Background: an optimization exercise with open tools, aiming at small area. Do not read the settings as production practice.
The RTL was checked by simulation tests, not by an equivalence proof against the original design.
No driver is modelled on the clock port, so clocking that relies on it looks cheaper here than on a real chip.
Power is estimated from default activity; no workload was simulated.

==> flow/design.v <==
localparam [12:0]
    START_WALLS_1 = 13'b0110100001111,
    START_WALLS_2 = 13'b0110000001111,
    START_WALLS_3 = 13'b0111000001111;
module Key(i_Clk, i_Rst, i_Push, o_Push, o_fOut);
    input i_Clk, i_Rst;
    input [3:0] i_Push;
    output [3:0] o_Push;
    output o_fOut;
    reg [5:0] c_ClkCnt;
    reg [3:0] c_Pushed;
    wire fLowZero = ~|c_ClkCnt[4:0];
    wire fChanged = |(i_Push ^ c_Pushed);
    wire fLstClk  = c_ClkCnt[5] & fLowZero;
    assign o_Push = ~(i_Push | c_Pushed),
           o_fOut = fLstClk && fChanged && |o_Push;
    always@(posedge i_Clk, negedge i_Rst)
        if(!i_Rst) begin
            c_ClkCnt <= 0;
            c_Pushed <= 0;
        end else begin
            c_ClkCnt <= fChanged ? {c_ClkCnt[4:0], c_ClkCnt[5] ^ c_ClkCnt[4] ^ fLowZero} : 6'd0;
            if (fChanged && fLstClk) c_Pushed <= ~i_Push;
        end
endmodule
module Timer(
    input i_Clk,
    input i_Rst,
    input i_Enable,
    output reg [3:0] o_Sec0, o_Sec1, o_Sec2
);
    localparam [15:0] LST_CLK = 16'h9487;
    reg [15:0] c_ClkCnt;
    wire fLstClk  = c_ClkCnt == LST_CLK;
    wire fLstSec0 = o_Sec0 == 9,
         fLstSec1 = o_Sec1 == 9,
         fLstSec2 = o_Sec2 == 9;
    wire fIncSec1 = fLstClk && fLstSec0,
         fIncSec2 = fIncSec1 && fLstSec1;
    wire fFeedback = ~(c_ClkCnt[15] ^ c_ClkCnt[14] ^ c_ClkCnt[12] ^ c_ClkCnt[3]);
    always@ (posedge i_Clk, negedge i_Rst)
        if (!i_Rst) begin
            o_Sec0   <= 0;
            o_Sec1   <= 0;
            o_Sec2   <= 0;
        end else if (!i_Enable) begin
            o_Sec0   <= 0;
            o_Sec1   <= 0;
            o_Sec2   <= 0;
        end else begin
            if (fLstClk)  o_Sec0 <= fLstSec0 ? 4'd0 : o_Sec0 + 4'd1;
            if (fIncSec1) o_Sec1 <= fLstSec1 ? 4'd0 : o_Sec1 + 4'd1;
            if (fIncSec2) o_Sec2 <= fLstSec2 ? 4'd0 : o_Sec2 + 4'd1;
        end
    always@ (posedge i_Clk)
        c_ClkCnt <= (!i_Enable | fLstClk) ? 16'd0 : {c_ClkCnt[14:0], fFeedback};
endmodule
module FND(i_Data, o_FND);
input	[3:0] i_Data;
output	reg	[6:0] o_FND;	 
always@*
	case(i_Data)
		4'h0	: o_FND = 7'b1000000;
		4'h1	: o_FND = 7'b1111001;
		4'h2	: o_FND = 7'b0100100;
		4'h3	: o_FND = 7'b0110000;
		4'h4	: o_FND = 7'b0011001;
		4'h5	: o_FND = 7'b0010010;
		4'h6	: o_FND = 7'b0000010;
		4'h7	: o_FND = 7'b1011000;
		4'h8	: o_FND = 7'b0000000;
		4'h9	: o_FND = 7'b0011000;
		default	: o_FND = 7'h7f;
	endcase
endmodule
module ClkDiv(
	input Clk,
	input Rst,
	output Clk25m);
	reg r_Clk;
	assign Clk25m = r_Clk;
always@(posedge Clk, negedge Rst)
begin
	if (!Rst)
		r_Clk <= 0;
	else
		r_Clk <= ~r_Clk;
end
endmodule
module Draw (
    input i_Clk, i_Rst,
    input [1:0] i_Level,
    output reg [5:0] o_BlockPos_X,
    output reg [4:0] o_BlockPos_Y,
    output o_Clk, o_blank, o_hsync, o_vsync, o_fDrawDone);
    reg [9:0] r_PixelPos_X, r_PixelPos_Y;
    reg [5:0] r_BorderCnt_X, r_BorderCnt_Y;
    wire halfClk;
    ClkDiv clk25m(i_Clk, i_Rst, halfClk);
    wire [5:0] BlockLast = i_Level == 2'd2 ? 6'd39 :
                          (i_Level == 2'd3 ? 6'd19 :
                          (i_Level == 2'd0 ? 6'd15 : 6'd62));
    wire hBlank    = r_PixelPos_X >= 640,
         vBlank    = r_PixelPos_Y >= 480,
         hDrawDone = r_PixelPos_X == 639,
         vDrawDone = r_PixelPos_Y == 479,
         fBorder_X = r_BorderCnt_X == BlockLast,
         fBorder_Y = r_BorderCnt_Y == BlockLast;
    assign o_Clk       = halfClk,
           o_hsync     = r_PixelPos_X < 656 || r_PixelPos_X >= 752,
           o_vsync     = r_PixelPos_Y < 490 || r_PixelPos_Y >= 492,
           o_blank     = ~(hBlank || vBlank),
           o_fDrawDone = hDrawDone & vDrawDone;
    always@(posedge i_Clk, negedge i_Rst)
        if (!i_Rst) begin
            r_PixelPos_X  <= 0;
            r_PixelPos_Y  <= 0;
            r_BorderCnt_X <= 0;
            r_BorderCnt_Y <= 0;
            o_BlockPos_X  <= 0;
            o_BlockPos_Y  <= 0;
        end else if (!halfClk) begin
            r_PixelPos_X  <= r_PixelPos_X < 800 ? r_PixelPos_X + 10'd1 : 10'd0;
            if (r_PixelPos_X == 799)
                r_PixelPos_Y <= r_PixelPos_Y == 524 ? 10'd0 : r_PixelPos_Y + 10'd1;
            r_BorderCnt_X <= hBlank | fBorder_X ? 6'd0 : r_BorderCnt_X + 6'd1;
            if (hDrawDone)
                r_BorderCnt_Y <= fBorder_Y | vBlank ? 6'd0 : r_BorderCnt_Y + 6'd1;
            o_BlockPos_X  <= hBlank ? 6'd0 : (fBorder_X ? o_BlockPos_X + 6'd1 : o_BlockPos_X);
            o_BlockPos_Y  <= vBlank ? 5'd0 : (hDrawDone & fBorder_Y ? o_BlockPos_Y + 5'd1 : o_BlockPos_Y);
        end
endmodule
module MazeRom(input [1:0] i_Level, input [4:0] i_Y, input [5:0] i_X, output o_Wall);
  wire n0, n1, n2, n3, n4, n5, n6, n7, n8, n9, n10, n11, n12, n13, n14, n15, n16, n17, n18, n19, n20, n21, n22, n23, n24, n25, n26, n27, n28, n29, n30, n31, n32, n33, n34, n35, n36, n37, n38, n39, n40, n41, n42, n43, n44, n45, n46, n47, n48, n49, n50, n51, n52, n53, n54, n55, n56, n57, n58, n59, n60, n61, n62, n63, n64, n65, n66, n67, n68, n69, n70, n71, n72, n73, n74, n75, n76, n77, n78, n79, n80, n81, n82, n83, n84, n85, n86, n87, n88, n89, n90, n91, n92, n93, n94, n95, n96, n97, n98, n99, n100, n101, n102, n103, n104, n105, n106, n107, n108, n109, n110, n111, n112, n113, n114, n115, n116, n117, n118, n119, n120, n121, n122, n123, n124, n125, n126, n127, n128, n129, n130, n131, n132, n133, n134, n135, n136, n137, n138, n139, n140, n141, n142, n143, n144, n145, n146, n147, n148, n149, n150, n151, n152, n153, n154, n155, n156, n157, n158, n159, n160, n161, n162, n163, n164, n165, n166, n167, n168, n169, n170, n171, n172, n173, n174, n175, n176, n177, n178, n179, n180, n181, n182, n183, n184, n185, n186, n187, n188, n189, n190, n191, n192, n193, n194, n195, n196, n197, n198, n199, n200, n201, n202, n203, n204, n205, n206, n207, n208, n209, n210, n211, n212, n213, n214, n215, n216, n217, n218, n219, n220, n221, n222, n223, n224, n225, n226, n227, n228, n229, n230, n231, n232, n233, n234, n235, n236, n237, n238, n239, n240, n241, n242, n243, n244, n245, n246, n247, n248, n249, n250, n251, n252, n253, n254, n255, n256, n257, n258, n259, n260, n261, n262, n263, n264, n265, n266, n267, n268, n269, n270, n271, n272, n273, n274, n275, n276, n277, n278, n279, n280, n281, n282, n283, n284, n285, n286, n287, n288, n289, n290, n291, n292, n293, n294, n295, n296, n297, n298, n299, n300, n301, n302, n303, n304, n305, n306, n307, n308, n309, n310, n311, n312, n313, n314, n315, n316, n317, n318, n319, n320, n321, n322, n323, n324, n325, n326, n327, n328, n329, n330, n331, n332, n333, n334, n335, n336, n337, n338, n339, n340, n341, n342, n343, n344, n345, n346, n347, n348, n349, n350, n351, n352, n353;
  assign n0 = i_Y[1] ? 1'b0 : 1'b1;
  assign n1 = i_X[1] ? 1'b1 : n0;
  assign n2 = i_X[2] ? 1'b1 : n1;
  assign n3 = i_X[2] ? n1 : n0;
  assign n4 = i_X[3] ? n3 : n2;
  assign n5 = i_X[4] ? n4 : 1'b1;
  assign n6 = i_X[5] ? n0 : n5;
  assign n7 = i_X[1] ? n0 : 1'b1;
  assign n8 = i_X[2] ? n7 : 1'b1;
  assign n9 = i_X[3] ? n8 : 1'b1;
  assign n10 = i_Level[1] ? n9 : n6;
  assign n11 = i_X[2] ? n0 : n7;
  assign n12 = i_X[2] ? 1'b1 : n7;
  assign n13 = i_X[3] ? n12 : n11;
  assign n14 = i_X[3] ? 1'b1 : n12;
  assign n15 = i_X[4] ? n14 : n13;
  assign n16 = i_X[5] ? 1'b1 : n15;
  assign n17 = i_X[3] ? 1'b1 : n3;
  assign n18 = i_Level[1] ? n17 : n16;
  assign n19 = i_X[0] ? n18 : n10;
  assign n20 = i_X[3] ? n8 : n7;
  assign n21 = i_X[4] ? n20 : 1'b1;
  assign n22 = i_X[2] ? n0 : n1;
  assign n23 = i_X[3] ? 1'b1 : n22;
  assign n24 = i_X[4] ? 1'b1 : n23;
  assign n25 = i_X[0] ? n24 : n21;
  assign n26 = i_Level[0] ? n25 : n19;
  assign n27 = i_Y[1] ? 1'b1 : 1'b0;
  assign n28 = i_X[1] ? n27 : n0;
  assign n29 = i_X[2] ? n28 : n7;
  assign n30 = i_X[3] ? n29 : 1'b1;
  assign n31 = i_X[1] ? n0 : n27;
  assign n32 = i_X[2] ? n7 : n31;
  assign n33 = i_X[1] ? n27 : 1'b0;
  assign n34 = i_X[1] ? n27 : 1'b1;
  assign n35 = i_X[2] ? n34 : n33;
  assign n36 = i_X[3] ? n35 : n32;
  assign n37 = i_X[4] ? n36 : n30;
  assign n38 = i_X[2] ? 1'b1 : n27;
  assign n39 = i_X[5] ? n38 : n37;
  assign n40 = i_X[3] ? 1'b0 : n7;
  assign n41 = i_Level[1] ? n40 : n39;
  assign n42 = i_X[2] ? n1 : n31;
  assign n43 = i_X[3] ? 1'b1 : n42;
  assign n44 = i_X[4] ? 1'b1 : n43;
  assign n45 = i_X[5] ? 1'b1 : n44;
  assign n46 = i_X[1] ? n0 : 1'b0;
  assign n47 = i_X[2] ? 1'b0 : n46;
  assign n48 = i_X[1] ? 1'b0 : n27;
  assign n49 = i_X[1] ? 1'b1 : n27;
  assign n50 = i_X[2] ? n49 : n48;
  assign n51 = i_X[3] ? n50 : n47;
  assign n52 = i_Level[1] ? n51 : n45;
  assign n53 = i_X[0] ? n52 : n41;
  assign n54 = i_X[1] ? 1'b0 : 1'b1;
  assign n55 = i_X[2] ? n54 : 1'b1;
  assign n56 = i_X[3] ? n55 : 1'b1;
  assign n57 = i_X[2] ? n7 : n48;
  assign n58 = i_X[2] ? n27 : n31;
  assign n59 = i_X[3] ? n58 : n57;
  assign n60 = i_X[4] ? n59 : n56;
  assign n61 = i_X[2] ? n46 : n49;
  assign n62 = i_X[2] ? n1 : 1'b0;
  assign n63 = i_X[3] ? n62 : n61;
  assign n64 = i_X[4] ? 1'b1 : n63;
  assign n65 = i_X[0] ? n64 : n60;
  assign n66 = i_Level[0] ? n65 : n53;
  assign n67 = i_Y[3] ? n66 : n26;
  assign n68 = i_X[2] ? n1 : n7;
  assign n69 = i_X[2] ? n54 : n7;
  assign n70 = i_X[3] ? n69 : n68;
  assign n71 = i_X[1] ? 1'b1 : 1'b0;
  assign n72 = i_X[2] ? 1'b0 : n71;
  assign n73 = i_X[1] ? 1'b0 : n0;
  assign n74 = i_X[3] ? n73 : n72;
  assign n75 = i_X[4] ? n74 : n70;
  assign n76 = i_X[2] ? n73 : n1;
  assign n77 = i_X[5] ? n76 : n75;
  assign n78 = i_X[2] ? n46 : 1'b1;
  assign n79 = i_X[2] ? n48 : n7;
  assign n80 = i_X[3] ? n79 : n78;
  assign n81 = i_X[4] ? n80 : 1'b1;
  assign n82 = i_Level[1] ? n81 : n77;
  assign n83 = i_X[2] ? n0 : 1'b0;
  assign n84 = i_X[2] ? n1 : n46;
  assign n85 = i_X[3] ? n84 : n83;
  assign n86 = i_X[2] ? n0 : 1'b1;
  assign n87 = i_X[2] ? n1 : 1'b1;
  assign n88 = i_X[3] ? n87 : n86;
  assign n89 = i_X[4] ? n88 : n85;
  assign n90 = i_X[5] ? n87 : n89;
  assign n91 = i_X[2] ? n49 : n46;
  assign n92 = i_X[2] ? n48 : n31;
  assign n93 = i_X[3] ? n92 : n91;
  assign n94 = i_X[3] ? 1'b1 : n2;
  assign n95 = i_X[4] ? n94 : n93;
  assign n96 = i_Level[1] ? n95 : n90;
  assign n97 = i_X[0] ? n96 : n82;
  assign n98 = i_X[2] ? n28 : n34;
  assign n99 = i_X[2] ? 1'b0 : n73;
  assign n100 = i_X[3] ? n99 : n98;
  assign n101 = i_X[4] ? 1'b0 : n100;
  assign n102 = i_X[5] ? 1'b0 : n101;
  assign n103 = i_X[2] ? n73 : n33;
  assign n104 = i_X[3] ? n103 : 1'b0;
  assign n105 = i_X[2] ? n28 : n33;
  assign n106 = i_X[2] ? n48 : n28;
  assign n107 = i_X[3] ? n106 : n105;
  assign n108 = i_X[4] ? n107 : n104;
  assign n109 = i_X[2] ? n71 : n54;
  assign n110 = i_X[5] ? n109 : n108;
  assign n111 = i_X[0] ? n110 : n102;
  assign n112 = i_Y[3] ? n111 : n97;
  assign n113 = i_Y[4] ? n112 : n67;
  assign n114 = i_X[2] ? n54 : n1;
  assign n115 = i_X[3] ? n114 : 1'b1;
  assign n116 = i_X[3] ? 1'b1 : n28;
  assign n117 = i_X[4] ? n116 : n115;
  assign n118 = i_X[2] ? n28 : n48;
  assign n119 = i_X[5] ? n118 : n117;
  assign n120 = i_X[2] ? n46 : n54;
  assign n121 = i_X[3] ? n120 : 1'b1;
  assign n122 = i_Level[1] ? n121 : n119;
  assign n123 = i_X[2] ? 1'b1 : n49;
  assign n124 = i_X[2] ? n27 : n34;
  assign n125 = i_X[3] ? n124 : n123;
  assign n126 = i_X[3] ? 1'b1 : n38;
  assign n127 = i_X[4] ? n126 : n125;
  assign n128 = i_X[5] ? 1'b1 : n127;
  assign n129 = i_X[2] ? 1'b1 : n46;
  assign n130 = i_X[3] ? n129 : n28;
  assign n131 = i_Level[1] ? n130 : n128;
  assign n132 = i_X[0] ? n131 : n122;
  assign n133 = i_X[2] ? n73 : 1'b1;
  assign n134 = i_X[3] ? n133 : 1'b1;
  assign n135 = i_X[2] ? n7 : n49;
  assign n136 = i_X[2] ? n31 : n34;
  assign n137 = i_X[3] ? n136 : n135;
  assign n138 = i_X[4] ? n137 : n134;
  assign n139 = i_X[2] ? n31 : n46;
  assign n140 = i_X[3] ? n38 : n139;
  assign n141 = i_X[4] ? 1'b1 : n140;
  assign n142 = i_X[0] ? n141 : n138;
  assign n143 = i_Level[0] ? n142 : n132;
  assign n144 = i_X[2] ? n34 : 1'b1;
  assign n145 = i_X[3] ? n144 : 1'b1;
  assign n146 = i_X[2] ? n7 : n1;
  assign n147 = i_X[3] ? n146 : n31;
  assign n148 = i_X[4] ? n147 : n145;
  assign n149 = i_X[2] ? n34 : n1;
  assign n150 = i_X[5] ? n149 : n148;
  assign n151 = i_X[2] ? n46 : n48;
  assign n152 = i_X[3] ? n118 : n151;
  assign n153 = i_X[4] ? n152 : 1'b1;
  assign n154 = i_Level[1] ? n153 : n150;
  assign n155 = i_X[2] ? n48 : n71;
  assign n156 = i_X[3] ? n123 : n155;
  assign n157 = i_X[4] ? 1'b1 : n156;
  assign n158 = i_X[5] ? 1'b1 : n157;
  assign n159 = i_X[2] ? n7 : n71;
  assign n160 = i_X[2] ? n31 : n49;
  assign n161 = i_X[3] ? n160 : n159;
  assign n162 = i_X[4] ? 1'b1 : n161;
  assign n163 = i_Level[1] ? n162 : n158;
  assign n164 = i_X[0] ? n163 : n154;
  assign n165 = i_Y[3] ? n164 : n143;
  assign n166 = i_X[2] ? 1'b0 : n34;
  assign n167 = i_X[3] ? n166 : n79;
  assign n168 = i_X[4] ? 1'b0 : n167;
  assign n169 = i_X[5] ? 1'b0 : n168;
  assign n170 = i_X[2] ? n31 : n7;
  assign n171 = i_X[2] ? n31 : n54;
  assign n172 = i_X[3] ? n171 : n170;
  assign n173 = i_X[2] ? 1'b0 : n0;
  assign n174 = i_X[2] ? 1'b0 : n48;
  assign n175 = i_X[3] ? n174 : n173;
  assign n176 = i_X[4] ? n175 : n172;
  assign n177 = i_Level[1] ? n176 : n169;
  assign n178 = i_X[2] ? n28 : n71;
  assign n179 = i_X[3] ? 1'b0 : n178;
  assign n180 = i_X[4] ? n179 : 1'b0;
  assign n181 = i_X[5] ? n95 : n180;
  assign n182 = i_X[2] ? n31 : 1'b0;
  assign n183 = i_X[3] ? n91 : n182;
  assign n184 = i_X[4] ? n183 : 1'b0;
  assign n185 = i_Level[1] ? n184 : n181;
  assign n186 = i_X[0] ? n185 : n177;
  assign n187 = i_X[4] ? 1'b0 : n99;
  assign n188 = i_X[5] ? 1'b0 : n187;
  assign n189 = i_X[3] ? n99 : 1'b0;
  assign n190 = i_X[4] ? n189 : 1'b0;
  assign n191 = i_X[5] ? n38 : n190;
  assign n192 = i_X[0] ? n191 : n188;
  assign n193 = i_Y[3] ? n192 : n186;
  assign n194 = i_Y[4] ? n193 : n165;
  assign n195 = i_Y[2] ? n194 : n113;
  assign n196 = i_X[2] ? n27 : n48;
  assign n197 = i_X[3] ? n196 : n171;
  assign n198 = i_X[2] ? 1'b0 : n33;
  assign n199 = i_X[3] ? 1'b0 : n198;
  assign n200 = i_X[4] ? n199 : n197;
  assign n201 = i_X[5] ? 1'b0 : n200;
  assign n202 = i_X[3] ? n174 : n79;
  assign n203 = i_Level[1] ? n202 : n201;
  assign n204 = i_X[2] ? n33 : n73;
  assign n205 = i_X[2] ? n71 : n31;
  assign n206 = i_X[3] ? n205 : n204;
  assign n207 = i_X[4] ? n206 : 1'b0;
  assign n208 = i_X[2] ? n49 : n27;
  assign n209 = i_X[5] ? n208 : n207;
  assign n210 = i_X[2] ? n71 : 1'b0;
  assign n211 = i_X[3] ? n210 : 1'b0;
  assign n212 = i_Level[1] ? n211 : n209;
  assign n213 = i_X[0] ? n212 : n203;
  assign n214 = i_X[2] ? n71 : n34;
  assign n215 = i_X[2] ? n48 : 1'b0;
  assign n216 = i_X[3] ? n215 : n214;
  assign n217 = i_X[4] ? 1'b0 : n216;
  assign n218 = i_X[2] ? n33 : n31;
  assign n219 = i_X[2] ? n71 : n33;
  assign n220 = i_X[3] ? n219 : n218;
  assign n221 = i_X[4] ? n220 : 1'b0;
  assign n222 = i_X[0] ? n221 : n217;
  assign n223 = i_Level[0] ? n222 : n213;
  assign n224 = i_X[3] ? n198 : n54;
  assign n225 = i_X[4] ? 1'b0 : n224;
  assign n226 = i_X[5] ? 1'b0 : n225;
  assign n227 = i_X[3] ? n34 : 1'b1;
  assign n228 = i_Level[1] ? n227 : n226;
  assign n229 = i_X[3] ? n139 : 1'b0;
  assign n230 = i_X[2] ? n46 : n73;
  assign n231 = i_X[3] ? n230 : n171;
  assign n232 = i_X[4] ? n231 : n229;
  assign n233 = i_X[5] ? n210 : n232;
  assign n234 = i_X[3] ? 1'b1 : n208;
  assign n235 = i_Level[1] ? n234 : n233;
  assign n236 = i_X[0] ? n235 : n228;
  assign n237 = i_X[2] ? n1 : n54;
  assign n238 = i_X[2] ? n27 : n1;
  assign n239 = i_X[3] ? n238 : n237;
  assign n240 = i_X[4] ? 1'b0 : n239;
  assign n241 = i_X[3] ? n83 : 1'b0;
  assign n242 = i_X[2] ? n73 : n27;
  assign n243 = i_X[3] ? n214 : n242;
  assign n244 = i_X[4] ? n243 : n241;
  assign n245 = i_X[0] ? n244 : n240;
  assign n246 = i_Level[0] ? n245 : n236;
  assign n247 = i_Y[3] ? n246 : n223;
  assign n248 = i_X[2] ? n27 : n49;
  assign n249 = i_X[3] ? n248 : 1'b1;
  assign n250 = i_X[3] ? n196 : n210;
  assign n251 = i_X[4] ? n250 : n249;
  assign n252 = i_X[2] ? n33 : 1'b0;
  assign n253 = i_X[5] ? n252 : n251;
  assign n254 = i_X[2] ? n27 : 1'b1;
  assign n255 = i_X[2] ? n34 : n28;
  assign n256 = i_X[3] ? n255 : n254;
  assign n257 = i_X[2] ? n48 : n34;
  assign n258 = i_X[3] ? n252 : n257;
  assign n259 = i_X[4] ? n258 : n256;
  assign n260 = i_Level[1] ? n259 : n253;
  assign n261 = i_X[2] ? n48 : n33;
  assign n262 = i_X[2] ? n1 : n27;
  assign n263 = i_X[3] ? n262 : n261;
  assign n264 = i_X[2] ? 1'b1 : n34;
  assign n265 = i_X[2] ? n34 : n49;
  assign n266 = i_X[3] ? n265 : n264;
  assign n267 = i_X[4] ? n266 : n263;
  assign n268 = i_X[5] ? n38 : n267;
  assign n269 = i_X[3] ? n198 : 1'b0;
  assign n270 = i_X[2] ? n34 : n71;
  assign n271 = i_X[3] ? n49 : n270;
  assign n272 = i_X[4] ? n271 : n269;
  assign n273 = i_Level[1] ? n272 : n268;
  assign n274 = i_X[0] ? n273 : n260;
  assign n275 = i_X[2] ? n49 : 1'b1;
  assign n276 = i_X[3] ? n275 : 1'b1;
  assign n277 = i_X[2] ? n31 : n0;
  assign n278 = i_X[3] ? n277 : n136;
  assign n279 = i_X[4] ? n278 : n276;
  assign n280 = i_X[5] ? n36 : n279;
  assign n281 = i_X[2] ? n27 : n33;
  assign n282 = i_X[3] ? n2 : n281;
  assign n283 = i_X[4] ? 1'b1 : n282;
  assign n284 = i_X[5] ? 1'b1 : n283;
  assign n285 = i_X[0] ? n284 : n280;
  assign n286 = i_Y[3] ? n285 : n274;
  assign n287 = i_Y[4] ? n286 : n247;
  assign n288 = i_X[2] ? 1'b0 : n54;
  assign n289 = i_X[3] ? 1'b0 : n288;
  assign n290 = i_X[4] ? 1'b0 : n289;
  assign n291 = i_X[5] ? 1'b0 : n290;
  assign n292 = i_X[2] ? n28 : n54;
  assign n293 = i_X[2] ? n33 : 1'b1;
  assign n294 = i_X[3] ? n293 : n292;
  assign n295 = i_Level[1] ? n294 : n291;
  assign n296 = i_X[2] ? 1'b1 : n73;
  assign n297 = i_X[3] ? n296 : 1'b0;
  assign n298 = i_X[2] ? n54 : n0;
  assign n299 = i_X[3] ? n215 : n298;
  assign n300 = i_X[4] ? n299 : n297;
  assign n301 = i_X[2] ? n71 : 1'b1;
  assign n302 = i_X[5] ? n301 : n300;
  assign n303 = i_X[3] ? n275 : 1'b0;
  assign n304 = i_Level[1] ? n303 : n302;
  assign n305 = i_X[0] ? n304 : n295;
  assign n306 = i_X[3] ? n173 : n98;
  assign n307 = i_X[4] ? 1'b0 : n306;
  assign n308 = i_X[2] ? 1'b1 : 1'b0;
  assign n309 = i_X[3] ? n308 : 1'b0;
  assign n310 = i_X[2] ? n33 : n48;
  assign n311 = i_X[3] ? n91 : n310;
  assign n312 = i_X[4] ? n311 : n309;
  assign n313 = i_X[0] ? n312 : n307;
  assign n314 = i_Level[0] ? n313 : n305;
  assign n315 = i_X[3] ? n288 : n78;
  assign n316 = i_X[4] ? 1'b0 : n315;
  assign n317 = i_X[5] ? 1'b0 : n316;
  assign n318 = i_X[2] ? n33 : n54;
  assign n319 = i_X[2] ? n71 : n73;
  assign n320 = i_X[3] ? n319 : n318;
  assign n321 = i_X[3] ? 1'b0 : n174;
  assign n322 = i_X[4] ? n321 : n320;
  assign n323 = i_Level[1] ? n322 : n317;
  assign n324 = i_X[2] ? n7 : n46;
  assign n325 = i_X[3] ? n50 : n324;
  assign n326 = i_X[4] ? n325 : n211;
  assign n327 = i_X[5] ? n210 : n326;
  assign n328 = i_X[2] ? n49 : n7;
  assign n329 = i_X[3] ? n328 : n114;
  assign n330 = i_X[4] ? n329 : 1'b0;
  assign n331 = i_Level[1] ? n330 : n327;
  assign n332 = i_X[0] ? n331 : n323;
  assign n333 = i_Y[3] ? n332 : n314;
  assign n334 = i_X[2] ? n31 : 1'b1;
  assign n335 = i_X[3] ? n2 : n334;
  assign n336 = i_X[4] ? n335 : n9;
  assign n337 = i_X[5] ? n69 : n336;
  assign n338 = i_X[3] ? n254 : n144;
  assign n339 = i_X[4] ? n338 : 1'b1;
  assign n340 = i_Level[1] ? n339 : n337;
  assign n341 = i_X[2] ? 1'b1 : n71;
  assign n342 = i_X[3] ? n341 : n262;
  assign n343 = i_X[4] ? 1'b1 : n342;
  assign n344 = i_X[5] ? 1'b1 : n343;
  assign n345 = i_X[3] ? n49 : n248;
  assign n346 = i_X[3] ? n123 : n38;
  assign n347 = i_X[4] ? n346 : n345;
  assign n348 = i_Level[1] ? n347 : n344;
  assign n349 = i_X[0] ? n348 : n340;
  assign n350 = i_Y[3] ? 1'b1 : n349;
  assign n351 = i_Y[4] ? n350 : n333;
  assign n352 = i_Y[2] ? n351 : n287;
  assign n353 = i_Y[0] ? n352 : n195;
  assign o_Wall = n353;
endmodule
module Top(
    input i_Clk, i_Rst,
    input [3:0] i_Keyboard,
    output [6:0] o_FND0, o_FND1, o_FND2,
    output [7:0] o_Red, o_Green, o_Blue,
    output o_Clk, o_blank, o_hsync, o_vsync,
    output [1:0] o_LED0,
    output [3:0] o_LED1,
    output [3:0] o_LED2);
localparam [12:0]
    START_WALLS_1 = 13'b0110100001111,
    START_WALLS_2 = 13'b0110000001111,
    START_WALLS_3 = 13'b0111000001111;
    localparam
        IDLE     = 2'b00,
        RUNNING  = 2'b01,
        MOVE     = 2'b10,
        LV_CHECK = 2'b11;
    localparam
        LV_IDLE = 2'd1,
        LV_1    = 2'd2,
        LV_2    = 2'd3,
        LV_3    = 2'd0;
    localparam
        LEFT  = 2'b00,
        UP    = 2'b01,
        DOWN  = 2'b10,
        RIGHT = 2'b11;
    reg [1:0] c_State;
    reg [1:0] c_Level;           
    reg       c_Lag;             
    reg [5:0] c_PlayerPos_X;     
    reg [4:0] c_PlayerPos_Y;     
    reg [1:0] c_NextDirection;
    reg       c_NeedMove;
    reg wC, wL, wU, wD, wR, wLL, wUU, wDD, wRR, wUL, wUR, wDL, wDR;
    wire [3:0] Key_o_Direction;
    wire       Key_o_fOut;
    wire [3:0] Timer_o_Sec0, Timer_o_Sec1, Timer_o_Sec2;
    wire [5:0] BlockPos_X;
    wire [4:0] BlockPos_Y;
    wire       fDrawDone;
    wire       RomWall;
    wire       fRunning = c_State != IDLE;
    Key K0(i_Clk, i_Rst, i_Keyboard, Key_o_Direction, Key_o_fOut);
    Timer T0(i_Clk, i_Rst, fRunning, Timer_o_Sec0, Timer_o_Sec1, Timer_o_Sec2);
    Draw D0(i_Clk, i_Rst, c_Level, BlockPos_X, BlockPos_Y, o_Clk, o_blank, o_hsync, o_vsync, fDrawDone);
    MazeRom R0(c_Level, BlockPos_Y, BlockPos_X, RomWall);
    FND F0(Timer_o_Sec0, o_FND0);
    FND F1(Timer_o_Sec1, o_FND1);
    FND F2(Timer_o_Sec2, o_FND2);
    wire [5:0] dX = BlockPos_X - c_PlayerPos_X;
    wire [4:0] dY = BlockPos_Y - c_PlayerPos_Y;
    wire dXm2 = dX == 6'd62, dXm1 = dX == 6'd63, dX0 = dX == 6'd0, dXp1 = dX == 6'd1, dXp2 = dX == 6'd2;
    wire dYm2 = dY == 5'd30, dYm1 = dY == 5'd31, dY0 = dY == 5'd0, dYp1 = dY == 5'd1, dYp2 = dY == 5'd2;
    wire fPlayer = dX0 & dY0;
    wire fWall   = RomWall & ~c_Lag & (c_Level != LV_IDLE);
    wire fGoal   = (c_Level == LV_1 & BlockPos_X == 6'd14 & BlockPos_Y == 5'd10) |
                   (c_Level == LV_2 & BlockPos_X == 6'd30 & BlockPos_Y == 5'd22) |
                   (c_Level == LV_3 & BlockPos_X == 6'd38 & BlockPos_Y == 5'd28);
    assign o_Red   = {8{fPlayer | fWall}},
           o_Green = {8{fGoal | fWall}},
           o_Blue  = {8{fWall}};
    reg [3:0] LagFree;
    always @*
        case (c_Level)
            LV_2:    LagFree = ~START_WALLS_1[11:8];
            LV_3:    LagFree = ~START_WALLS_2[11:8];
            default: LagFree = 4'b1111;
        endcase
    wire [3:0] Free = c_Lag ? LagFree : ~{wL, wU, wD, wR};
    wire fLeft = Free[3], fUp = Free[2], fDown = Free[1], fRight = Free[0];
    wire fStart   = c_State == IDLE & Key_o_fOut,
         fMove    = c_State == MOVE,
         fLvCheck = c_State == LV_CHECK;
    wire fNeedMove = fRunning & |(Key_o_Direction & Free);
    wire fAtGoal = (c_Level == LV_1 & c_PlayerPos_X == 6'd14 & c_PlayerPos_Y == 5'd10) |
                   (c_Level == LV_2 & c_PlayerPos_X == 6'd30 & c_PlayerPos_Y == 5'd22) |
                   (c_Level == LV_3 & c_PlayerPos_X == 6'd38 & c_PlayerPos_Y == 5'd28);
    wire fLevelUP = fLvCheck & fAtGoal;
    wire fLoad = fStart | fLevelUP;
    reg [12:0] StartWalls;
    always @*
        case (c_Level)
            LV_IDLE: StartWalls = START_WALLS_1;
            LV_1:    StartWalls = START_WALLS_2;
            default: StartWalls = START_WALLS_3;
        endcase
    assign o_LED0 = c_State,
           o_LED1 = i_Keyboard,
           o_LED2 = Free;
    wire [1:0] NewDirection = Key_o_Direction[3] ? LEFT :
                             (Key_o_Direction[2] ? UP :
                             (Key_o_Direction[1] ? DOWN : RIGHT));
    always @(posedge i_Clk, negedge i_Rst)
        if (!i_Rst) begin
            c_State <= IDLE;
            c_Level <= LV_IDLE;
            c_PlayerPos_X   <= 0;
            c_PlayerPos_Y   <= 0;
            c_NeedMove      <= 0;
            c_NextDirection <= 0;
        end else begin
            if (fNeedMove) c_NextDirection <= NewDirection;
            if (fLoad) c_Level <= c_Level + 2'd1;
            c_NeedMove <= fNeedMove ? 1'b1 : (fMove ? 1'b0 : c_NeedMove);
            case (c_State)
                IDLE:     if (fStart) c_State <= RUNNING;
                RUNNING:  if (fDrawDone && c_NeedMove) c_State <= MOVE;
                MOVE:     c_State <= LV_CHECK;
                LV_CHECK: c_State <= RUNNING;
            endcase
            if (fLoad) begin
                c_PlayerPos_X <= 1;
                c_PlayerPos_Y <= 1;
            end else if (fMove)
                case (c_NextDirection)
                    LEFT:  c_PlayerPos_X <= c_PlayerPos_X - 6'd1;
                    RIGHT: c_PlayerPos_X <= c_PlayerPos_X + 6'd1;
                    UP:    c_PlayerPos_Y <= c_PlayerPos_Y - 5'd1;
                    DOWN:  c_PlayerPos_Y <= c_PlayerPos_Y + 5'd1;
                endcase
        end
    wire fScan = ~fLoad & ~fMove & o_blank;    
    wire fKeep = ~fLoad & ~fMove;
    reg [3:0] MovedN;
    always @*
        case (c_NextDirection)
            LEFT:  MovedN = {wLL, wUL, wDL, wC};
            RIGHT: MovedN = {wC, wUR, wDR, wRR};
            UP:    MovedN = {wUL, wUU, wC, wUR};
            DOWN:  MovedN = {wDL, wC, wDD, wDR};
        endcase
    wire [8:0] Hit = {dX0 & dY0, dXm2 & dY0, dX0 & dYm2, dX0 & dYp2, dXp2 & dY0,
                      dXm1 & dYm1, dXp1 & dYm1, dXm1 & dYp1, dXp1 & dYp1};
    wire [8:0] Far = {wC, wLL, wUU, wDD, wRR, wUL, wUR, wDL, wDR};
    wire [8:0] FarNext = ({9{fLoad}} & {StartWalls[12], StartWalls[7:0]}) |
                         ({9{fKeep}} & ~({9{fScan}} & Hit) & Far) |
                         ({9{fScan}} & Hit & {9{RomWall}});
    wire [3:0] NearNext = ({4{fLoad}} & StartWalls[11:8]) |
                          ({4{~fLoad & fMove}} & MovedN) |
                          ({4{fKeep}} & {wL, wU, wD, wR});
    always @(posedge i_Clk) begin
        c_Lag <= fLoad;
        {wC, wLL, wUU, wDD, wRR, wUL, wUR, wDL, wDR} <= FarNext;
        {wL, wU, wD, wR} <= NearNext;
    end
endmodule
==> flow/flow/run.sh <==
#!/bin/bash
# Layout flow: the standard ORFS flow (standard.sh), changed only in how
# cells are chosen:
#  - synthesis is the standard flow's script (synth_recipe.tcl's steps, same registers),
#    except that ABC maps the logic with an area-oriented script (abc.script,
#    run with four &deepsyn seeds, keeping the smallest result)
#    and adders are left to ABC instead of full/half-adder cells;
#    pass-through wires get buf_1 instead of buf_4
#  - ports are buffered with buf_1
#  - clock tree: built by cts_pre.tcl (root clkbuf_8, leaf clkbuf_4/8/16 buffers)
# Every tool writes its full log under orfs/logs; make's output is in flow.log.
set -euo pipefail
F=$(cd "$(dirname "${BASH_SOURCE[0]}")" && pwd)
export MY_FLOW_DIR=$F
export MY_ABC_SEEDS="0 1 2 3"
bash standard.sh \
  SYNTH_SCRIPT=$F/synth.tcl \
  ADDER_MAP_FILE= \
  "MIN_BUF_CELL_AND_PORTS=sky130_fd_sc_hd__buf_1 A X" \
  "BUFFER_PORTS_ARGS=-buffer_cell sky130_fd_sc_hd__buf_1" \
  PRE_CTS_TCL=$F/cts_pre.tcl \
  "CTS_ARGS=-buf_list sky130_fd_sc_hd__clkbuf_8 -dont_use_dummy_load -clk_nets i_Clk" \
  finish > flow.log 2>&1
==> flow/flow/abc.script <==
strash
&get -n
&deepsyn -T 120
&dch -f
&nf -p -R 1000 -C 32 -F 8 -A 8
&put
strash
&get -n
&deepsyn -T 120
&dch -f
&nf -p -R 1000 -C 32 -F 8 -A 8
&put
topo
==> flow/flow/cts_pre.tcl <==
# Hand-built two-level clock tree (ORFS PRE_CTS hook): a root clkbuf_8 fed by
# the clock port drives leaf buffers, each placed at the centre of a cluster
# of flip-flops (k-means on their positions). Each leaf is the smallest of
# clkbuf_4/8/16 that keeps its flip-flops' estimated clock pin slew at most
# 88 ps; the number of leaves (4 to 16) is the one with the smallest total
# buffer area. CTS then skips the clock net (CTS_ARGS -clk_nets i_Clk), and
# the flow goes on as usual (detailed placement, timing repair).
source [file join [file dirname [info script]] manual_cts_lib.tcl]
best_clock_tree i_Clk 4 16 0.088 {sky130_fd_sc_hd__clkbuf_4 sky130_fd_sc_hd__clkbuf_8 sky130_fd_sc_hd__clkbuf_16} sky130_fd_sc_hd__clkbuf_8
==> flow/flow/manual_cts_lib.tcl <==
# Build a two-level clock tree by hand: root buffer at the sinks' centre,
# driving NLEAF leaf buffers, each at the centre of a cluster of flip-flops.
proc manual_clock_tree { clk_port_net nleaf leaf_master root_master } {
  set block [ord::get_db_block]
  set db [ord::get_db]
  set clk [$block findNet $clk_port_net]
  # sinks in name order, so that the result does not depend on net order
  set named {}
  foreach it [$clk getITerms] {
    lappend named [list [[$it getInst] getName] $it]
  }
  set sinks {}
  foreach p [lsort -index 0 $named] {
    lappend sinks [lindex $p 1]
  }
  # positions
  set pts {}
  foreach it $sinks {
    set b [[$it getInst] getBBox]
    lappend pts [list [expr {([$b xMin]+[$b xMax])/2}] [expr {([$b yMin]+[$b yMax])/2}]]
  }
  set n [llength $sinks]
  # k-means init: sort by x then y slices
  set cents {}
  set order [lsort -real -index 0 [lmap p $pts i [lrange [lsearch -all $pts *] 0 end] {list [lindex $p 0] $i}]]
  for {set k 0} {$k < $nleaf} {incr k} {
    set i [lindex [lindex $order [expr {int(($k + 0.5) * $n / $nleaf)}]] 1]
    lappend cents [lindex $pts $i]
  }
  for {set iter 0} {$iter < 30} {incr iter} {
    set asg {}
    foreach p $pts {
      set best 0; set bd 1e30
      for {set k 0} {$k < $nleaf} {incr k} {
        set c [lindex $cents $k]
        set d [expr {abs([lindex $p 0]-[lindex $c 0]) + abs([lindex $p 1]-[lindex $c 1])}]
        if {$d < $bd} {set bd $d; set best $k}
      }
      lappend asg $best
    }
    set nc {}
    for {set k 0} {$k < $nleaf} {incr k} {
      set sx 0; set sy 0; set cnt 0
      foreach p $pts a $asg { if {$a == $k} { set sx [expr {$sx+[lindex $p 0]}]; set sy [expr {$sy+[lindex $p 1]}]; incr cnt } }
      if {$cnt > 0} { lappend nc [list [expr {$sx/$cnt}] [expr {$sy/$cnt}]] } else { lappend nc [lindex $cents $k] }
    }
    set cents $nc
  }
  set lm [$db findMaster $leaf_master]
  set rm [$db findMaster $root_master]
  set rnet [odb::dbNet_create $block clk_root]
  $rnet setSigType CLOCK
  set rx 0; set ry 0
  for {set k 0} {$k < $nleaf} {incr k} {
    set c [lindex $cents $k]
    set rx [expr {$rx + [lindex $c 0]}]; set ry [expr {$ry + [lindex $c 1]}]
    set inst [odb::dbInst_create $block $lm clkleaf_$k]
    set net [odb::dbNet_create $block clk_leaf_$k]
    $net setSigType CLOCK
    [$inst findITerm A] connect $rnet
    [$inst findITerm X] connect $net
    $inst setLocation [expr {int([lindex $c 0])}] [expr {int([lindex $c 1])}]
    $inst setPlacementStatus PLACED
    foreach it $sinks a $asg {
      if {$a == $k} { $it disconnect; $it connect $net }
    }
  }
  set root [odb::dbInst_create $block $rm clkroot]
  [$root findITerm A] connect $clk
  [$root findITerm X] connect $rnet
  $root setLocation [expr {int($rx/$nleaf)}] [expr {int($ry/$nleaf)}]
  $root setPlacementStatus PLACED
}

# Undo manual_clock_tree: sinks back on the clock net, tree cells removed.
proc remove_manual_clock_tree { clk_port_net nleaf } {
  set block [ord::get_db_block]
  set clk [$block findNet $clk_port_net]
  for {set k 0} {$k < $nleaf} {incr k} {
    set net [$block findNet clk_leaf_$k]
    foreach it [$net getITerms] {
      if {[[$it getInst] getName] ne "clkleaf_$k"} { $it disconnect; $it connect $clk }
    }
    odb::dbInst_destroy [$block findInst clkleaf_$k]
    odb::dbNet_destroy $net
  }
  odb::dbInst_destroy [$block findInst clkroot]
  odb::dbNet_destroy [$block findNet clk_root]
}

# Largest slew (ns) at a flip-flop clock pin, from placement parasitics.
proc max_clock_pin_slew { } {
  estimate_parasitics -placement
  set mx 0
  foreach pin [get_pins -hierarchical */CLK] {
    set s [get_property $pin slew_max]
    if {$s > $mx} { set mx $s }
  }
  return $mx
}

# Largest clock pin slew (ns) among the sinks of leaf k.
proc leaf_slew { k } {
  set block [ord::get_db_block]
  set mx 0
  foreach it [[$block findNet clk_leaf_$k] getITerms] {
    if {[[$it getInst] getName] eq "clkleaf_$k"} continue
    set pin [get_pins [[$it getInst] getName]/[[$it getMTerm] getName]]
    set s [get_property $pin slew_max]
    if {$s > $mx} { set mx $s }
  }
  return $mx
}

# Smallest tree (from nmin leaves up) whose estimated clock pin slew is at
# most limit_ns; a leaf over the limit is first given the bigger buffer big.
proc build_clock_tree { clk_port_net nmin nmax limit_ns leaf big root } {
  set db [ord::get_db]
  set block [ord::get_db_block]
  for {set n $nmin} {$n <= $nmax} {incr n} {
    manual_clock_tree $clk_port_net $n $leaf $root
    set_propagated_clock [all_clocks]
    estimate_parasitics -placement
    for {set k 0} {$k < $n} {incr k} {
      if {[leaf_slew $k] > $limit_ns} {
        [$block findInst clkleaf_$k] swapMaster [$db findMaster $big]
      }
    }
    set s [max_clock_pin_slew]
    puts "manual clock tree: $n leaves, estimated clock pin slew $s ns"
    if {$s <= $limit_ns || $n == $nmax} { return $n }
    remove_manual_clock_tree $clk_port_net $n
  }
}

# Tree area (um^2) of the root and leaf buffers.
proc clock_tree_area { n } {
  set block [ord::get_db_block]
  set a 0
  foreach name [concat clkroot [lmap k [lrange [lsearch -all [lrepeat $n x] x] 0 end] {string cat clkleaf_ $k}]] {
    set m [[$block findInst $name] getMaster]
    set a [expr {$a + [$m getWidth] * [$m getHeight] / 1e6}]
  }
  return $a
}

# Build the tree with n leaves; a leaf whose sinks see a slew over limit_ns
# is moved up the list of buffers sizes. Returns the tree area, or -1 when
# some leaf stays over the limit.
proc sized_clock_tree { clk_port_net n limit_ns sizes root } {
  set db [ord::get_db]
  set block [ord::get_db_block]
  manual_clock_tree $clk_port_net $n [lindex $sizes 0] $root
  set_propagated_clock [all_clocks]
  for {set step 1} {$step < [llength $sizes]} {incr step} {
    estimate_parasitics -placement
    set changed 0
    for {set k 0} {$k < $n} {incr k} {
      if {[leaf_slew $k] > $limit_ns} {
        set inst [$block findInst clkleaf_$k]
        set cur [lsearch -exact $sizes [[$inst getMaster] getName]]
        if {$cur < [llength $sizes] - 1} {
          $inst swapMaster [$db findMaster [lindex $sizes [expr {$cur + 1}]]]
          set changed 1
        }
      }
    }
    if {!$changed} break
  }
  if {[max_clock_pin_slew] > $limit_ns} { return -1 }
  return [clock_tree_area $n]
}

# The smallest-area tree over nmin..nmax leaves.
proc best_clock_tree { clk_port_net nmin nmax limit_ns sizes root } {
  set best_n -1
  set best_a 0
  for {set n $nmin} {$n <= $nmax} {incr n} {
    set a [sized_clock_tree $clk_port_net $n $limit_ns $sizes $root]
    puts "manual clock tree: $n leaves, area $a"
    remove_manual_clock_tree $clk_port_net $n
    if {$a > 0 && ($best_n < 0 || $a < $best_a)} { set best_n $n; set best_a $a }
  }
  if {$best_n < 0} { set best_n $nmax }
  set a [sized_clock_tree $clk_port_net $best_n $limit_ns $sizes $root]
  puts "manual clock tree: using $best_n leaves, area $a, estimated clock pin slew [max_clock_pin_slew] ns"
  return $best_n
}
==> flow/flow/synth.tcl <==
# synth_recipe.tcl with one change: the abc call maps with abc.script, run once
# per seed in $MY_ABC_SEEDS (the seed of ABC's &deepsyn), keeping the mapping
# with the smallest cell area.
proc synth {args} { yosys synth -nofsm -noshare {*}$args }
proc abc {args} {
  set i [lsearch -exact $args -script]
  set base [file join $::env(MY_FLOW_DIR) abc.script]
  set best_area ""
  set best_seed ""
  yosys design -save pre_abc
  foreach seed $::env(MY_ABC_SEEDS) {
    yosys design -load pre_abc
    set f [open $base r]; set txt [read $f]; close $f
    set script [file join $::env(OBJECTS_DIR) abc_seed$seed.script]
    set f [open $script w]; puts -nonewline $f [string map [list "&deepsyn " "&deepsyn -S $seed "] $txt]; close $f
    set a [lreplace $args [expr {$i + 1}] [expr {$i + 1}] $script]
    yosys abc {*}$a
    set st [tee -q -s result.string stat {*}$::lib_args]
    regexp {Chip area for module[^:]*:\s*([0-9.]+)} $st -> area
    puts "abc seed $seed: area $area"
    if { $best_area eq "" || $area < $best_area } {
      set best_area $area
      set best_seed $seed
      yosys design -save best_abc
    }
  }
  puts "abc: keeping seed $best_seed (area $best_area)"
  yosys design -load best_abc
}
source $::env(SCRIPTS_DIR)/synth.tcl
# left out here: clear keep_hierarchy, flatten, clean up, hide names made inside functions, write 1_2_yosys.v
==> flow/standard.sh <==
#!/bin/bash
# synth_recipe.tcl (not shown) runs the flow's synth.tcl, then flattens the netlist and writes it again
# the make line also repeats each setting of config.mk as NAME=value (left out here)
make -C /OpenROAD-flow-scripts/flow DESIGN_CONFIG=/design/flow/config.mk WORK_HOME=/design/flow/orfs CLKGATE_MAP_FILE= SYNTH_SCRIPT=/design/flow/synth_recipe.tcl "${@:-finish}"
==> flow/config.mk <==
export PLATFORM = sky130hd
export DESIGN_NAME = Top
export DESIGN_NICKNAME = Top
export VERILOG_FILES = /design/flow/design.v
export SDC_FILE = /design/flow/constraint.sdc
export NUM_CORES = 8
export LEC_CHECK = 0
export CAP_MARGIN = 20
export CORE_MARGIN = 2
export CORE_UTILIZATION = 50
export SLEW_MARGIN = 20
==> flow/constraint.sdc <==
create_clock -name core_clock -period 20.0 [get_ports {i_Clk}]
set_input_delay 4.0000 -clock core_clock [delete_from_list [all_inputs] [get_ports {i_Clk}]]
set_output_delay 4.0000 -clock core_clock [all_outputs]
set_load 0.01 [all_outputs]
==> flow_summary.json, run 1 <==
{
  "synth_area_per_cell_um2": 7.61,
  "period_share_pct": 46.1,
  "fillers": 1353,
  "ys_async_sr_fraction_pct": 73.7,
  "grt_pass1_wl_um": 38300,
  "setup_violations": 0,
  "drt_iter0_markers": 937,
  "cp_slowest_stage_delay_ns": 0.91,
  "num_rows": 43,
  "drc": 0,
  "p_int_mw": 0.406,
  "met3_usage_pct": 3.44,
  "grt.busiest_layer": "met2",
  "whs_path_depth": 1,
  "p_comb_share_pct": 42.0,
  "post_cts_resize_count": 0,
  "dr_total_vias": 7773,
  "hold_ws_ns": 0.447,
  "hold_path_class": "reg2reg",
  "start_util_pct": 51.7,
  "finish.utilization_pct": 55.9,
  "core_area_mm2": 0.0140,
  "synth_ff_type": "dfrtp_1",
  "ios": 65,
  "grt_pass1_vias": 7325,
  "antenna_found_initial": 0,
  "cp-end-kind": "output pin",
  "place.gp.congestion": 1.06,
  "grt_max_degree": 80,
  "path_cells": "nand2_1 -> nor2_1 -> a21oi_1 -> a21oi_1 -> o21ai_0 -> o2111ai_1 -> a22oi_1 -> a211oi_1 -> a2111oi_0 -> a31oi_1 -> nor2_1 -> a21oi_1 -> nor2_1 -> a21oi_1 -> nand3b_1 -> o21ai_0 -> buf_1",
  "hold_viol": 0,
  "clk_pin_slew_worst_paths_ns": 0.07,
  "grtUsageMet1_pct": 40.5,
  "synth_seq_area_share_pct": 37.4,
  "syn-instance-count": 951,
  "ys_ff_latch": 114,
  "n_antenna_cell": 0,
  "fin_setup_tns_ns": 0,
  "drt-total-wl_um": 23600,
  "p_per_area_mw_per_mm2": 93.1,
  "vias_per_cell": 6.53,
  "path_class": "reg2out",
  "drt_first_pass_iters": 6,
  "grtUsageMet2_pct": 48.2,
  "rsz0062_at_grt": "no",
  "status": "complete, no violations",
  "crit_buf_inv": 1,
  "power.switching_mw": 0.323,
  "io_buffers": 64,
  "cts_setup_buffers": 0,
  "crit_top_cell": "a21oi_1",
  "timing.rr.end": "wRR",
  "final_nets": 1018,
  "maxCapViolCount": 0,
  "p_leak_nw": 3.05,
  "start_kind": "flop",
  "fin_skew_ns": 0.0455,
  "yosys.cell_types.count": 61,
  "crit_path_top_delay_cell": "dfrtp_1",
  "p_sw_share_pct": 44.3,
  "tightest_slew_ns": 1.00,
  "fin_crit_ns": 9.23,
  "cp_top_family": "compound AO/OA/AOI/OAI gates",
  "hp-start": "T0.c_ClkCnt[7]",
  "synth_area_mm2": 0.00723,
  "ant_nets": 0,
  "cts_hold_buf": 0,
  "maxSlewViolCount": 0,
  "ff2ff_path_depth": 15,
  "maxSlewHeadroom_pct": 32.9,
  "dpl.hpwl_um": 17000,
  "track_usage_pct": 29.5,
  "die_h_um": 124,
  "drive_above_1_share_pct": 2.67,
  "gr-total-overflow": 0,
  "syn2layout_area_growth_pct": 8.18,
  "synth-edff-count": 0,
  "ys_warn_count": 6,
  "dieArea_mm2": 0.0154,
  "r2r_setup_slack_ns": 15.58,
  "dieWidth_um": 124,
  "min_to": "T0.c_ClkCnt[8]",
  "clkPwrFrac_pct": 16.7,
  "seq_power_share_pct": 41.3,
  "peakVddDrop_v": 0.0000605,
  "wl_per_cell_um": 19.8,
  "worstPathRequired_ns": 16.00,
  "arrival_ns": 5.23,
  "rr_startpoint": "D0.o_BlockPos_X[2]",
  "timing.fmax_mhz": 108,
  "crit_fanout": 27,
  "syn-num-nets": 957,
  "clkLatencyLatePin_ns": 0.43
}
cells in the mapped netlist, types with 5 or more instances:
master | instances | area share [%]
o21ai_0 | 70 | 4.8
nand2_1 | 100 | 5.2
xor2_1 | 11 | 1.3
and2_0 | 26 | 2.2
or2_0 | 8 | 0.69
or3_1 | 6 | 0.52
and3_1 | 21 | 1.8
nor3_1 | 55 | 3.8
nor4b_1 | 6 | 0.73
nand4_1 | 11 | 0.95
o21a_1 | 7 | 0.73
xnor2_1 | 24 | 2.9
nor2b_1 | 26 | 2.2
nand2b_1 | 19 | 1.6
dfxtp_1 | 30 | 8.3
nor4_1 | 12 | 1.0
clkinv_1 | 24 | 1.2
buf_1 | 30 | 1.6
a211oi_1 | 8 | 0.83
nor2_1 | 136 | 7.1
o211ai_1 | 8 | 0.83
a31oi_1 | 21 | 1.8
o31ai_1 | 5 | 0.52
o22ai_1 | 14 | 1.2
dfrtp_1 | 83 | 29
nand3_1 | 31 | 2.1
a21oi_1 | 86 | 6.0
area by class of cell:
cell class,count,area [um^2],area share [%]
tap,180,225,2.88
sequential,114,2700,34.6
multi-input combinational,783,4330,55.3
timing repair buffer,74,323,4.13
inverter,24,90.1,1.15
buffer,15,156,2.00
metal layers:
layer  part of all wire, %  wire length, um  up-vias
li1                      -                -     3581
met1                    40             9500     3581
met2                    45            10600      500
met3                    10             2350      111
met4                   4.7             1110        0
met5                     0                0        -
kinds of logic (layout without fill, tap and decap cells):
logic type | count (synthesis) | count (layout) | synth area share (%)
AOI/OAI and AO/OA | 264 | 264 | 22.2
buffers and inverters | 54 | 113 | 2.80
muxes | 6 | 6 | 0.882
DFF | 114 | 114 | 37.4
xor gates and xnor gates | 35 | 35 | 4.24
and+or+nand+nor | 476 | 476 | 32.3
adders and majority gates | 2 | 2 | 0.277
through the flow:
step / cell area, um^2 / power [mW] / setup slack [ns] / cells
after floorplan: 7230 / 0.504 / 11.88 / 951
after global placement: 7660 / 0.601 / 11.59 / 1175
after detailed placement: 7660 / 0.600 / 11.40 / 1175
after CTS: 7820 / 0.721 / 10.94 / 1190
after global routing: 7830 / 0.770 / 10.33 / 1190
final: 7830 / 0.729 / 10.77 / 1190
state kept, by name, indices dropped and copies added (netlist names), 5 cells and up:
| register | cells |
|---|---|
| D0.o_BlockPos_X | 6 |
| D0.r_BorderCnt_X | 6 |
| T0.c_ClkCnt | 16 |
| K0.c_ClkCnt | 6 |
| D0.r_BorderCnt_Y | 6 |
| D0.r_PixelPos_X | 10 |
| D0.r_PixelPos_Y | 10 |
| c_PlayerPos_X | 6 |
| D0.o_BlockPos_Y | 5 |
| c_PlayerPos_Y | 5 |
power by group through the flow:
stage | logic, mW | clock network [mW] | registers (mW)
floorplan | 0.208 | 0 | 0.296
global placement | 0.299 | 0 | 0.303
detailed placement | 0.296 | 0 | 0.304
CTS | 0.297 | 0.125 | 0.299
global route | 0.332 | 0.133 | 0.305
finish | 0.306 | 0.121 | 0.301
worst max-delay path by stage:
stage                       startpoint          to  slack, ns  depth (start not counted)
finish              D0.o_BlockPos_X[2]  o_Green[4]      10.77                         17
global route        D0.o_BlockPos_X[2]  o_Green[5]      10.33                         17
CTS                 D0.o_BlockPos_X[2]  o_Green[4]      10.94                         17
detailed placement  D0.o_BlockPos_X[2]  o_Green[4]      11.40                         17
global placement    D0.o_BlockPos_X[2]  o_Green[3]      11.59                         16
floorplan                i_Keyboard[0]   o_LED1[0]      11.88                          1
cell usage in the layout (no fill, tap or decap), drive strengths merged, types with 6 or more instances in the layout:
master  Yosys  layout
nand4      11      11
xor2       11      11
buf        30      73
nor2      136     136
o211ai      8       8
nor4       12      12
a211oi      8       8
and2       26      26
nor2b      26      26
and3       21      21
o21a        7       7
nand2b     19      19
a31oi      21      21
dfrtp      83      83
nor3       55      55
o21ai      70      70
clkinv     24      24
clkbuf      0      16
dfxtp      30      30
nand3      31      31
nor4b       6       6
o22ai      14      14
a21oi      86      86
or3         6       6
xnor2      24      24
nand2     100     100
or2         8       8
==> run 2: changes to the inputs <==
--- a/flow/config.mk
+++ b/flow/config.mk
@@ -8,4 +8,4 @@
 export CAP_MARGIN = 20
 export CORE_MARGIN = 2
-export CORE_UTILIZATION = 50
+export CORE_UTILIZATION = 30
 export SLEW_MARGIN = 20
==> run 2 against run 1 <==
Flip-flop and latch count unchanged; first-iteration DRC count fell by 30%; register-to-register slack worse by 0.03 ns; still clean on timing, DRC and antenna; maximum frequency down 1.5%; via count down 3.5%; critical path depth unchanged; sequential share of layout area shrank 0.76 points; sequential power is essentially flat; worst hold slack better by 0.015 ns.
==> flow_summary.json, run 2 <==
{
  "ys_warn_count": 6,
  "wl_per_cell_um": 17.4,
  "met3_usage_pct": 2.45,
  "yosys.cell_types.count": 61,
  "period_share_pct": 46.8,
  "cp_slowest_stage_delay_ns": 0.97,
  "largest_register": "T0.c_ClkCnt",
  "synth_seq_area_share_pct": 37.4,
  "grtUsageMet1_pct": 24.1,
  "ant_nets": 0,
  "yosysTopAreaCellShare_pct": 28.7,
  "cp-end-kind": "output pin",
  "syn2layout_area_growth_pct": 10.6,
  "hp-start": "T0.c_ClkCnt[2]",
  "p_sw_share_pct": 44.0,
  "reg.largest.list": "T0.c_ClkCnt (16), D0.r_PixelPos_X (10), D0.r_PixelPos_Y (10)",
  "vias_per_cell": 5.66,
  "grt_pass1_vias": 6885,
  "peakVddDrop_v": 0.0000465,
  "clkPwrFrac_pct": 17.2,
  "grt_pass1_wl_um": 37100,
  "cp_top_family": "compound AO/OA/AOI/OAI gates",
  "drt_first_pass_iters": 8,
  "n_antenna_cell": 0,
  "track_usage_pct": 17.5,
  "dieWidth_um": 159,
  "finish.utilization_pct": 34.0,
  "status": "complete, no violations",
  "placed_cells": 1314,
  "fin_skew_ns": 0.0208,
  "clkLatencyLatePin_ns": 0.42,
  "core_area_mm2": 0.0235,
  "synth_area_per_cell_um2": 7.61,
  "hold_ws_ns": 0.462,
  "mostFrequentLayoutCell": "nor2_1",
  "drt_iter0_markers": 652,
  "num_rows": 56,
  "start_util_pct": 30.7,
  "syn-num-nets": 957,
  "drt-total-wl_um": 23100,
  "power.switching_mw": 0.322,
  "clk_pin_slew_worst_paths_ns": 0.08,
  "setup_slack_ns": 10.64,
  "r2r_setup_slack_ns": 15.55,
  "final_nets": 1014,
  "place.gp.congestion": 1.02,
  "grtUsageMet2_pct": 27.5,
  "final_cells": 1325,
  "start_kind": "flop",
  "cts_setup_buffers": 0,
  "mostFrequentLayoutCells": "nor2_1 (136), nand2_1 (100), a21oi_1 (86)",
  "tightest_slew_ns": 0.997,
  "synth_ff_type": "dfrtp_1",
  "timing.fmax_mhz": 107,
  "hold_viol": 0,
  "largest_reg_flops": 16,
  "gr-total-overflow": 0,
  "hold_path_class": "reg2reg",
  "drive_above_1_share_pct": 2.29,
  "crit_top_cell": "a21oi_1",
  "synth-edff-count": 0,
  "grt_max_degree": 55,
  "ys_async_sr_fraction_pct": 73.7,
  "seq_power_share_pct": 40.8,
  "worstPathRequired_ns": 16.00,
  "path_class": "reg2out",
  "synthTopCellsByCount": "nor2_1 (136), nand2_1 (100), a21oi_1 (86)",
  "yosysTopAreaCell": "dfrtp_1",
  "maxCapViolCount": 0,
  "dpl.hpwl_um": 16300,
  "rsz0062_at_grt": "no",
  "cts_hold_buf": 0,
  "syn-instance-count": 951,
  "rr_startpoint": "D0.o_BlockPos_X[2]",
  "dieArea_mm2": 0.0254,
  "post-synth-top-count-cell": "nor2_1",
  "setup_violations": 0,
  "path_cells": "nand2_1 -> nor2_1 -> a21oi_1 -> a21oi_1 -> o21ai_0 -> o2111ai_1 -> a22oi_1 -> a211oi_1 -> a2111oi_0 -> a31oi_1 -> nor2_1 -> a21oi_1 -> nor2_1 -> a21oi_1 -> nand3b_1 -> o21ai_0 -> buf_1",
  "die_h_um": 159,
  "grt.busiest_layer": "met2",
  "p_comb_share_pct": 42.0,
  "maxSlewHeadroom_pct": 33.3,
  "ys_top_cells_by_area": "dfrtp_1 (29%), dfxtp_1 (8.3%), nor2_1 (7.1%), a21oi_1 (6.0%), nand2_1 (5.2%)",
  "fin_crit_ns": 9.36,
  "place_ws_ns": 11.25,
  "antenna_found_initial": 0,
  "io_buffers": 64,
  "p_per_area_mw_per_mm2": 91.4,
  "drc": 0,
  "crit_path_start": "D0.o_BlockPos_X[2]",
  "ys_ff_latch": 114,
  "p_leak_nw": 3.04,
  "crit_path_top_delay_cell": "dfrtp_1",
  "crit_buf_inv": 1,
  "synth_area_mm2": 0.00723,
  "crit_fanout": 27,
  "maxSlewViolCount": 0,
  "fin_setup_tns_ns": 0,
  "p_int_mw": 0.410,
  "dr_total_vias": 7504,
  "ios": 65,
  "post_cts_resize_count": 0,
  "arrival_ns": 5.36
}
## run 2: cells by family after synthesis
kind of cell / after synthesis / synth area share [%]
simple gates: 476 / 32.3
mux: 6 / 0.882
xor+xnor: 35 / 4.24
fa+ha+maj: 2 / 0.277
flops: 114 / 37.4
buf+inv: 54 / 2.80
compound gates: 264 / 22.2
## run 2: area by class of cell
cell class                      count  area, um^2
Multi-Input combinational cell    783        4330
Buffer                             11         163
Timing Repair Buffer               74         319
Tap cell                          319         399
Inverter                           24        90.1
Fill cell                        2529       15500
Sequential cell                   114        2700
## run 2: power groups by stage
stage | clock [mW] | sequential [mW] | combinational (mW)
floorplan | 0 | 0.296 | 0.208
global placement | 0 | 0.303 | 0.303
detailed placement | 0 | 0.303 | 0.300
CTS | 0.131 | 0.298 | 0.301
global route | 0.139 | 0.304 | 0.336
finish | 0.126 | 0.298 | 0.307
## run 2: path summary, 6_finish.rpt
kind,endpoint,cells after the start
max reg2reg,wDR,15
min reg2reg,T0.c_ClkCnt[3],1
max in group asynchronous,D0.o_BlockPos_X[3],2
min in group asynchronous,K0.c_Pushed[1],1
max,o_Green[5],17
min,T0.c_ClkCnt[3],1
## run 2: metrics by stage
stage	cell area [um^2]	power, mW
floorplan	7230	0.504
global placement	7840	0.606
detailed placement	7840	0.603
CTS	8000	0.731
global route	8000	0.779
finish	8000	0.731
## run 2: metal layers
layer / vias to the layer above / share of wire [%]
met5: - / 0
met4: 0 / 4.8
met3: 91 / 8.2
met2: 383 / 43
met1: 3481 / 44
li1: 3549 / -
## run 2: worst reg2reg max path, cell delays in order (launching register included)
cell and delay (ns):
dfrtp_1 0.97, nand2_1 0.41, nor2_1 0.40, a21oi_1 0.18
a21oi_1 0.40, o21ai_0 0.21, o2111ai_1 0.17, a22oi_1 0.10
a211oi_1 0.20, a2111oi_0 0.10, a31oi_1 0.17, nor2_1 0.05
a21oi_1 0.13, nor2_1 0.05, a21oi_1 0.57, o22ai_1 0.19
==> run 3: changes to the inputs <==
--- a/flow/config.mk
+++ b/flow/config.mk
@@ -8,4 +8,4 @@
 export CAP_MARGIN = 20
 export CORE_MARGIN = 2
-export CORE_UTILIZATION = 30
+export CORE_UTILIZATION = 40
 export SLEW_MARGIN = 20
==> run 3 against run 2 <==
Routed wire length fell by 2.2%; critical path depth rose by 1; utilization rose by 10 points; register-to-register slack barely moved; synthesized area did not move; clock skew rose by 0.0021 ns; worst hold slack got worse by 0.014 ns; synthesized cell count did not move; via count rose by 0.44%; flip-flop and latch count did not move.
==> flow_summary.json, run 3 <==
{
  "dr_total_vias": 7537,
  "fin_crit_ns": 9.27,
  "drt_iter0_markers": 946,
  "hold_viol": 0,
  "crit_buf_inv": 2,
  "tightest_slew_ns": 0.918,
  "cp_slowest_stage_delay_ns": 0.69,
  "ys_warn_count": 6,
  "synth-edff-count": 0,
  "grt_max_degree": 59,
  "path_cells": "buf_4 -> nand2_1 -> nor2_1 -> a21oi_1 -> a21oi_1 -> o21ai_0 -> o2111ai_1 -> a22oi_1 -> a211oi_1 -> a2111oi_0 -> a31oi_1 -> nor2_1 -> a21oi_1 -> nor2_1 -> a21oi_1 -> nand3b_1 -> o21ai_0 -> buf_1",
  "num_rows": 49,
  "dieWidth_um": 138,
  "period_share_pct": 46.3,
  "synth_seq_area_share_pct": 37.4,
  "hp-start": "T0.c_ClkCnt[5]",
  "drt-total-wl_um": 22600,
  "vias_per_cell": 6.08,
  "clk_pin_slew_worst_paths_ns": 0.08,
  "hold_path_class": "reg2reg",
  "arrival_ns": 5.27,
  "start_kind": "flop",
  "p_per_area_mw_per_mm2": 91.7,
  "core_area_mm2": 0.0178,
  "largest_reg_flops": 16,
  "dpl.hpwl_um": 16300,
  "ys_async_sr_fraction_pct": 73.7,
  "n_antenna_cell": 0,
  "track_usage_pct": 22.5,
  "yosys.cell_types.count": 61,
  "cts_setup_buffers": 0,
  "post_cts_resize_count": 0,
  "largest_register": "T0.c_ClkCnt",
  "setup_slack_ns": 10.73,
  "synthTopCellsByCount": "nor2_1 (136), nand2_1 (100), a21oi_1 (86)",
  "synth_area_mm2": 0.00723,
  "status": "complete, no violations",
  "crit_path_top_delay_cell": "dfrtp_1",
  "timing.fmax_mhz": 108,
  "die_h_um": 138,
  "post-synth-top-count-cell": "nor2_1",
  "crit_top_cell": "a21oi_1",
  "ys_top_cells_by_area": "dfrtp_1 (29%), dfxtp_1 (8.3%), nor2_1 (7.1%), a21oi_1 (6.0%), nand2_1 (5.2%)",
  "fin_setup_tns_ns": 0,
  "ys_ff_latch": 114,
  "drc": 0,
  "place.gp.congestion": 1.01,
  "antenna_found_initial": 0,
  "syn-num-nets": 957,
  "peakVddDrop_v": 0.0000539,
  "io_buffers": 64,
  "fin_skew_ns": 0.0229,
  "setup_violations": 0,
  "r2r_setup_slack_ns": 15.54,
  "drive_above_1_share_pct": 2.67,
  "rr_startpoint": "D0.o_BlockPos_X[3]",
  "dieArea_mm2": 0.0192,
  "p_leak_nw": 3.05,
  "syn-instance-count": 951,
  "drt_first_pass_iters": 10,
  "cts_hold_buf": 0,
  "final_nets": 1018,
  "ios": 65,
  "grt_pass1_vias": 6924,
  "cp_top_family": "compound AO/OA/AOI/OAI gates",
  "maxSlewHeadroom_pct": 38.3,
  "synth_area_per_cell_um2": 7.61,
  "ant_nets": 0,
  "clkLatencyLatePin_ns": 0.41,
  "maxCapViolCount": 0,
  "whs_path_depth": 1
}
run 3: worst max-delay path by stage:
stage                             from    endpoint  slack [ns]  depth (start not counted)
global placement    D0.o_BlockPos_X[3]  o_Green[4]       11.34                         18
finish              D0.o_BlockPos_X[3]  o_Green[3]       10.73                         18
detailed placement  D0.o_BlockPos_X[3]  o_Green[2]       11.38                         18
CTS                 D0.o_BlockPos_X[3]  o_Green[2]       10.91                         18
floorplan                i_Keyboard[0]   o_LED1[0]       11.88                          1
global route        D0.o_BlockPos_X[3]  o_Green[5]       10.38                         18
run 3: per-layer routing:
metal  global-route usage [%]  vias up  share of wire, %  wire (um)
met5                        0        -                 0          0
met4                     8.06        0               3.9        887
met3                     2.53       76               7.3       1650
met2                     35.7      377                43       9810
met1                     31.8     3511                45      10300
li1                         -     3573                 -          -
run 3: metrics by stage:
| stage | cell area (um^2) | instances | util (%) | hold slack, ns | power [mW] |
|---|---|---|---|---|---|
| 4_1_cts | 7890 | 1238 | 44.2 | 0.446 | 0.723 |
| 5_1_grt | 7900 | 1239 | 44.3 | 0.472 | 0.772 |
| 3_3_place_gp | 7730 | 1224 | 43.3 | 0.436 | 0.602 |
| 2_1_floorplan | 7230 | 951 | - | 0.422 | 0.504 |
| 6_report | 7900 | 1239 | 44.3 | 0.448 | 0.724 |
| 3_5_place_dp | 7730 | 1224 | 43.3 | 0.444 | 0.596 |
run 3: layout make-up:
class,instances,area [um^2]
inverter,24,90.1
tap,229,287
timing repair buffer,75,327
sequential,114,2700
fill,1884,9940
multi-input combinational,783,4330
buffer,14,168
run 3: report_power, final:
part | internal (mW) | switching, mW
registers | 0.258 | 0.0411
clock network | 0.0536 | 0.0706
logic | 0.0999 | 0.201
total | 0.411 | 0.313
run 3: cells by family after synthesis:
logic type,Yosys count,synth area share (%)
simple gates,476,32.3
mux,6,0.882
xor+xnor,35,4.24
flops,114,37.4
buf+inv,54,2.80
fa+ha+maj,2,0.277
compound gates,264,22.2

==> port drivers added, routing unchanged <==
The flow's constraints put no driver on any port. The routed layouts listed below were extracted and timed again, unchanged, in two steps.
Step 1 assumes that a clkbuf_16 drives the clock port and a buf_2 every other input.
Step 2, shift: input delay + t, output delay - t, t = (earliest + latest rising clock arrival at the registers) / 2. This alone moves slack from input paths to output paths.
Three values: no drivers, after step 1, after step 2; two values: the first two.
run	t (ns)	setup WS [ns]	latest minus earliest clock arrival (ns)	slew at the worst register clock pin (ns)
run 1	0.433	10.773 / 10.743 / 11.176	0.046 / 0.047	0.09 / 0.09
run 2	0.436	10.636 / 10.605 / 11.041	0.021 / 0.021	0.08 / 0.08
run 3	0.428	10.733 / 10.699 / 11.127	0.024 / 0.024	0.08 / 0.08
After both steps setup and hold are still met in every run listed.
